From an optimization exercise on the open Yosys and OpenROAD flow, aimed at small area; shortcuts taken in it are not production practice.
Only simulation tests tie the RTL to the original design; equivalence was not proved.

## r22sdf_64pt
module r22sdf_64pt#(
	parameter data_resolution	= 16,
	parameter fft_length		= 64
)(
	input								sys_clk,
	input								sys_nrst,
	input								sys_en,
	input	[data_resolution-1 : 0]		din_r,
	input	[data_resolution-1 : 0]		din_i,
	output	[data_resolution-1 : 0]		dout_r,
	output	[data_resolution-1 : 0]		dout_i
);
clock: 10.0 ns
lec_check: 0
cap_margin: 20
core_margin: 2
core_utilization: 55
cts_buf_list: sky130_fd_sc_hd__clkbuf_8
cts_cluster_diameter: 60
cts_cluster_size: 20
slew_margin: 20
run.sh (not shown) runs the stock make flow with config.mk's settings and CLKGATE_MAP_FILE= SYNTH_SCRIPT=/design/flow/synth_recipe.tcl, a recipe that flattens the netlist after the stock synthesis.
The baseline finished clean.
Change:
--- a/flow/config.mk
+++ b/flow/config.mk
@@ -8,7 +8,7 @@
 export CAP_MARGIN = 20
 export CORE_MARGIN = 2
-export CORE_UTILIZATION = 55
+export CORE_UTILIZATION = 50
 export CTS_BUF_LIST = sky130_fd_sc_hd__clkbuf_8
 export CTS_CLUSTER_DIAMETER = 60
-export CTS_CLUSTER_SIZE = 20
+export CTS_CLUSTER_SIZE = 18
 export SLEW_MARGIN = 20
Result:
- The changed run finished with timing, DRC and antenna clean
- hold slack degrades by 55 ps
- via count stays flat
- worst setup slack improves by 86 ps
- routed wire length rose by 2.3%
- register-to-register slack improves by 90 ps
- core utilization fell by 5.2 points

---

Setup of run B:
Starting RTL as in the previous note.
// r22sdf_64pt
module r22sdf_64pt#(
	parameter data_resolution	= 16,
	parameter fft_length		= 64
)(
	input								sys_clk,
	input								sys_nrst,
	input								sys_en,
	input	[data_resolution-1 : 0]		din_r,
	input	[data_resolution-1 : 0]		din_i,
	output	[data_resolution-1 : 0]		dout_r,
	output	[data_resolution-1 : 0]		dout_i
);
make LEC_CHECK=0 CAP_MARGIN=20 CORE_MARGIN=2 CORE_UTILIZATION=55 CTS_BUF_LIST=sky130_fd_sc_hd__clkbuf_8 CTS_CLUSTER_DIAMETER=60 CTS_CLUSTER_SIZE=16 SLEW_MARGIN=20 finish   # period 10.0 ns
Having completed the whole flow, run B delivered a layout that passed the timing, DRC and antenna checks.
Relative to run B, the following input files were edited for run C:
# run B
export LEC_CHECK = 0
export CAP_MARGIN = 20
export CORE_MARGIN = 2
export CORE_UTILIZATION = 55
export CTS_BUF_LIST = sky130_fd_sc_hd__clkbuf_8
export CTS_CLUSTER_DIAMETER = 60
export CTS_CLUSTER_SIZE = 16
export SLEW_MARGIN = 20
create_clock -name core_clock -period 10.0 [get_ports {sys_clk}]
# run C
export LEC_CHECK = 0
export CAP_MARGIN = 20
export CORE_MARGIN = 2
export CORE_UTILIZATION = 55
export CTS_BUF_LIST = sky130_fd_sc_hd__clkbuf_8
export CTS_CLUSTER_DIAMETER = 60
export CTS_CLUSTER_SIZE = 18
export SLEW_MARGIN = 20
create_clock -name core_clock -period 10.0 [get_ports {sys_clk}]
## What came out
Number of buffers created by CTS is higher on run B. ~same routed wirelength normalized by instance count in run B and run C. Run C vs. run B: hold slack went up by 0.11 ns. Final worst clock skew delta (run C − run B): favourable. When run C is measured against run B, its clock-buffer cell count turns out about 8% lower. From run B to run C, number of buffers inserted by post-CTS setup repair did not move at all. Both conditions hold for run C: the flow ran to the end and the final layout passed the timing, DRC and antenna checks. Number of flip-flops and latches of run C is on par with run B. Any difference in routed wire length between run C and run B is small enough to ignore. On routed via count divided by cell count, run B and run C are basically level.

---

Another version of the RTL of r22sdf_64pt (not shown whole).
Size in the first run: ~9,700 cells after synthesis, ~2,600 flip-flops, about 67 I/O pins, roughly 0.14 mm^2 of cells after synthesis.
Settings: LEC_CHECK=0, CAP_MARGIN=20, CORE_MARGIN=2, CORE_UTILIZATION=55, CTS_BUF_LIST=sky130_fd_sc_hd__clkbuf_8, CTS_CLUSTER_DIAMETER=70, CTS_CLUSTER_SIZE=18, SLEW_MARGIN=20; clock period 10.0 ns.
The starting point completed, yet does not pass: setup timing.
Rerun with:
- CTS_CLUSTER_DIAMETER: 70 -> 60
- CTS_CLUSTER_SIZE: 18 -> 16
The changed run finished but fails on setup timing.
Wire length barely changes.
Clock-buffer cell count went up by 23.
Register-to-register slack gains 0.08 ns.
Die area is unchanged.
Maximum frequency went up by 0.70%.
Final area barely changes.
Clock skew went up by 0.019 ns.
Worst hold slack gains 0.035 ns.
Global-route usage stays flat.

separate check: timing with driven ports:
In the flow no input, the clock included, has a driving cell. The finished layouts below were timed again as built, in two steps.
Step 1 (the two cells are an assumption about what drives the block):
set clk [get_ports {sys_clk}]
set_driving_cell -lib_cell sky130_fd_sc_hd__clkbuf_16 $clk
set_driving_cell -lib_cell sky130_fd_sc_hd__buf_2 [delete_from_list [all_inputs] $clk]
Step 2, shift: input delay + t, output delay - t, t = (earliest + latest rising clock arrival at the registers) / 2. This alone moves slack from input paths to output paths.
a / b / c = ideal / step 1 / step 2; a / b = the first two.
run | t, ns | setup WS [ns] | slew at the worst register clock pin (ns)
the first run of note 1 | 1.034 | 0.356 / 0.356 / 0.356 | 0.13 / 0.13
the second run of note 1 | 1.049 | 0.442 / 0.442 / 0.442 | 0.12 / 0.12
run B | 1.023 | 0.329 / 0.329 / 0.329 | 0.10 / 0.10
run C | 1.030 | 0.257 / 0.257 / 0.257 | 0.11 / 0.11
the first run of note 3 | 1.066 | -1.524 / -1.524 / -1.524 | 0.11 / 0.11
the second run of note 3 | 1.064 | -1.443 / -1.443 / -1.443 | 0.11 / 0.11
